From an optimization exercise on the open Yosys and OpenROAD flow, aimed at small area, a short achievable clock period and few clock cycles per item; shortcuts taken in it are not production practice.
No run shown here included a check of the RTL's function; only the layout flow was run.

==> flow/design.v, too long to show whole: its modules and the start of the top module <==
// module booth: 2107 lines
module booth(clk, rst, inp, mtpr, mtpd, done, adds, subs, prod);
  // ...
==> flow/run.sh <==
#!/bin/bash
# synth_recipe.tcl (not shown) runs the flow's synth.tcl, then flattens the netlist and writes it again
# the make line also repeats each setting of config.mk as NAME=value (left out here)
make -C /OpenROAD-flow-scripts/flow DESIGN_CONFIG=/design/flow/config.mk WORK_HOME=/design/flow/orfs CLKGATE_MAP_FILE= SYNTH_SCRIPT=/design/flow/synth_recipe.tcl finish
==> flow/config.mk <==
export PLATFORM = sky130hd
export DESIGN_NAME = booth
export DESIGN_NICKNAME = booth
export VERILOG_FILES = /design/flow/design.v
export SDC_FILE = /design/flow/constraint.sdc
export NUM_CORES = 4
export LEC_CHECK = 0
export CAP_MARGIN = 20
export CORE_MARGIN = 2
export CORE_UTILIZATION = 65
export PLACE_DENSITY = 0.75
export SLEW_MARGIN = 20
==> flow/constraint.sdc <==
create_clock -name core_clock -period 6.0 [get_ports {clk}]
set_input_delay 1.2000 -clock core_clock [delete_from_list [all_inputs] [get_ports {clk}]]
set_output_delay 1.2000 -clock core_clock [all_outputs]
set_load 0.01 [all_outputs]
==> impl_metrics.json, run 1 <==
{
  "synth_top_cell_by_area": "fa_1",
  "grt_util_met3_pct": 14.6,
  "synth_simple_gate_area_share_pct": 3.39,
  "fin_crit_ns": 5.90,
  "drtAntennaViolNets": 0,
  "routed-via-count": 24421,
  "remaining_drc_errors": 0,
  "ctsResizeCount": 10,
  "multi_input_area_sq_um": 23100,
  "crit_buf_inv": 3,
  "gr-usage-all-layers_pct": 40.4,
  "async_reset_ff_share_pct": 0,
  "multi_input_gates": 2187,
  "crit_path_start": "q[35]",
  "hold_depth": 1,
  "status": "finished clean",
  "cp-start-kind": "flip-flop",
  "critPathKind": "reg -> out",
  "reg_top3": "q x182, half x4, sgn x1",
  "fin_crit_sh_pct": 98.3,
  "wirelength_met1_microns": 36400,
  "met1_usage_pct": 54.2,
  "routed.top_layer": "met5",
  "taps": 607,
  "final_cell_mix": "xnor2_1, fa_1, a22oi_1",
  "dieArea_sq_um": 49000,
  "sh_seq_area_pct": 16.5,
  "synth_top_area_share_pct": 29.8,
  "cts_sinks": 187
}
==> run 2: changes to the inputs <==
--- a/flow/config.mk
+++ b/flow/config.mk
@@ -8,5 +8,5 @@
 export CAP_MARGIN = 20
 export CORE_MARGIN = 2
-export CORE_UTILIZATION = 65
-export PLACE_DENSITY = 0.75
+export CORE_UTILIZATION = 40
+export PLACE_DENSITY = 0.6
 export SLEW_MARGIN = 20
==> run 2 against run 1 <==
- synthesized cell count did not move
- die area increased by 61%
- non-clock buffer count increased by 9
- count of clock-buffer cells in the layout fell by 1
- maximum frequency grew 0.35%
- utilization shrank 27 points
- area after synthesis unchanged
- worst setup slack improved by 0.021 ns
- worst hold slack got worse by 0.014 ns
==> impl_metrics.json, run 2 <==
{
  "status": "finished clean",
  "detail_route.wl_per_cell_microns": 25.1,
  "final_hold_viol_count": 0,
  "syn_area_per_cell_sq_um": 10.4,
  "clk_path_buf_depth": 2,
  "fin_crit_ns": 5.88,
  "viasPerCell": 5.85,
  "cts_made_buffers": 17,
  "synthTopCellsByCount": "xnor2_1, fa_1, a22oi_1",
  "cts_tree": "built",
  "rsz0062_at_grt": "yes",
  "htree_levels": 4,
  "grt_max_degree": 105,
  "place_hpwl_microns": 79600,
  "place_congestion": 0.955,
  "synth_flop_cell": "edfxtp_1",
  "synth_edf_count": 187,
  "synth.most_common_cell": "xnor2_1",
  "synth_seq_area_share_pct": 18.3,
  "fill_cells": 7115,
  "synth.distinct_cells": 68,
  "drive_gt1_share_pct": 10.5,
  "largest_reg_flops": 182,
  "cap_violations": 0,
  "num_io_pins": 144,
  "multi_input_area_sq_um": 23100,
  "synth_top_area_share_pct": 29.8,
  "synthTopCellsByArea": "fa_1, edfxtp_1, xnor2_1, a22oi_1, ha_1",
  "die_w_microns": 281,
  "core_area_sq_um": 75900,
  "async_reset_ff_share_pct": 0,
  "remaining_drc_errors": 0,
  "fmax_ghz": 0.170,
  "cp-start-kind": "flip-flop",
  "drv_slew": 0,
  "cts_sinks": 187,
  "worstPathMaxFanout": 7,
  "initial_core_util_pct": 40.4,
  "syn2layout_area_growth_pct": 13.3,
  "io_buffers": 137,
  "routed-via-count": 23909,
  "synthCells": 2963,
  "hold_path_startpoint": "inp",
  "synth_top_cell_by_area": "fa_1",
  "final_cell_mix": "xnor2_1, fa_1, a22oi_1",
  "dp.cells": 4045,
  "critPathKind": "reg -> out",
  "regArea_sq_um": 5620,
  "nNetsFinal": 3723,
  "root_buffer": "clkbuf_16",
  "ys_seq_elements": 187,
  "syn_area_sq_um": 30700,
  "clk_pin_slew_ns": 0.08,
  "setup.worst_path.end": "prod[58]",
  "fin_setup_tns_ns": 0,
  "critPathRequiredTime_ns": 4.80,
  "crit_arrival_ns": 4.68,
  "pre_cts_slack_ns": -0.188,
  "die-height_microns": 281,
  "gr-total-overflow": 0,
  "reg_top3": "q x182, half x4, sgn x1",
  "drtPass1Iterations": 6,
  "fin_ws_ns": 0.121,
  "setup_viol": 0,
  "yosysWarnings": 1,
  "final_common_cell": "xnor2_1",
  "final_util_pct": 45.8,
  "drtAntennaViolNets": 0,
  "tightest_slew_ns": 0.978,
  "grt_pass1_vias": 25140,
  "gr-usage-all-layers_pct": 26.7,
  "endpoint_kind": "output pin",
  "num_rows": 101,
  "drt_iter0_drc": 2543,
  "instances_no_fill": 4085,
  "grt_pass1_wl_microns": 158000,
  "antenna_found_initial": 4,
  "worst_hold_path_type": "in -> reg",
  "dieArea_sq_um": 78900,
  "fin_crit_sh_pct": 98.0,
  "wirelength_microns": 103000,
  "regMostFlops": "q",
  "max_slew_margin_pct": 34.6,
  "crit_path_start": "q[47]"
}
## run 2: cell counts after synthesis
Identical to the previous run, type by type.
## run 2: kinds of logic (layout without fill, tap and decap cells)
logic type	after synthesis	count (layout)	share of synthesized area, %
compound gates	724	724	16.7
flops	187	187	18.3
simple gates	225	225	3.39
xor+xnor	571	571	16.3
buf+inv	591	677	7.33
other cells	2	8	0.0245
mux	46	46	1.61
fa+ha+maj	617	617	36.3
## run 2: final cells by class
class | instances | share of cell area (%)
Multi-Input combinational cell | 2187 | 66.4
Sequential cell | 187 | 16.2
Timing Repair Buffer | 330 | 8.70
Tap cell | 1030 | 3.71
Inverter | 316 | 3.41
Clock buffer | 18 | 1.23
Clock inverter | 13 | 0.407
Antenna cell | 4 | 0.0288
## run 2: worst min-delay path by stage
| stage | endpoint | slack (ns) | cells past startpoint |
|---|---|---|---|
| after global placement | half[3] | 1.78 | 1 |
| after detailed placement | half[2] | 1.79 | 1 |
| after CTS | half[2] | 1.23 | 1 |
| final | half[2] | 1.23 | 1 |
| after floorplan | q[1] | 1.30 | 0 |
| after global routing | half[2] | 1.27 | 1 |
## run 2: critical path: stages, from the launching register on
cell	delay [ns]
edfxtp_1	0.40
fa_1	0.49
ha_2	0.42
nand4_1	0.34
or4_4	0.61
o22ai_4	0.22
or2_2	0.24
a31oi_4	0.12
o21ai_1	0.17
buf_4	0.19
a41oi_2	0.20
xnor2_1	0.21
clkdlybuf4s50_1	0.56
## run 2: timing repair
item,4_1_cts,5_1_grt
endpoints found under the setup margin,16,15
hold buffers,0,0
endpoints found under the hold margin,0,0
pin swaps,1,11
setup buffers,1,4
resized for setup,14,18
## run 2: metrics by stage
step	hold WS (ns)	cell area (sq um)
after floorplan	1.30	30700
after CTS	1.23	34600
after detailed placement	1.79	34000
after global routing	1.27	34800
final	1.23	34800
after global placement	1.78	34000
## run 2: routing by layer
metal  global-route usage, %  wire [microns]  up-vias
met3                    5.97            9490      238
met1                    36.1           42500    12127
met2                    41.5           46700     1325
li1                        -               -    10219
met5                       0               0        -
met4                    10.6            3940        0

re-timing with driven ports:
The flow's constraints put no driver on any port. The routed layouts listed below were extracted and timed again, unchanged, in two steps.
Step 1 sets driving cells, clkbuf_16 on the clock port and buf_2 on the other inputs (assumed; they add their load-dependent delay and slew).
Step 2, shift: input delay + t, output delay - t, t = (earliest + latest rising clock arrival at the registers) / 2. This alone moves slack from input paths to output paths.
a / b / c = no drivers / after step 1 / after step 2; a / b = the first two.
run | shift t [ns] | slack for setup (ns) | slew at the worst register clock pin (ns)
run 1 | 0.557 | 0.101 / 0.040 / -0.035 | 0.08 / 0.08
run 2 | 0.558 | 0.121 / 0.058 / -0.041 | 0.08 / 0.08
With both steps, setup timing fails in run 1 and run 2, where it was met with ideal ports. The setup slack of run 2, which loses most, moves by -0.063 ns with the drivers and by -0.162 ns with both steps.
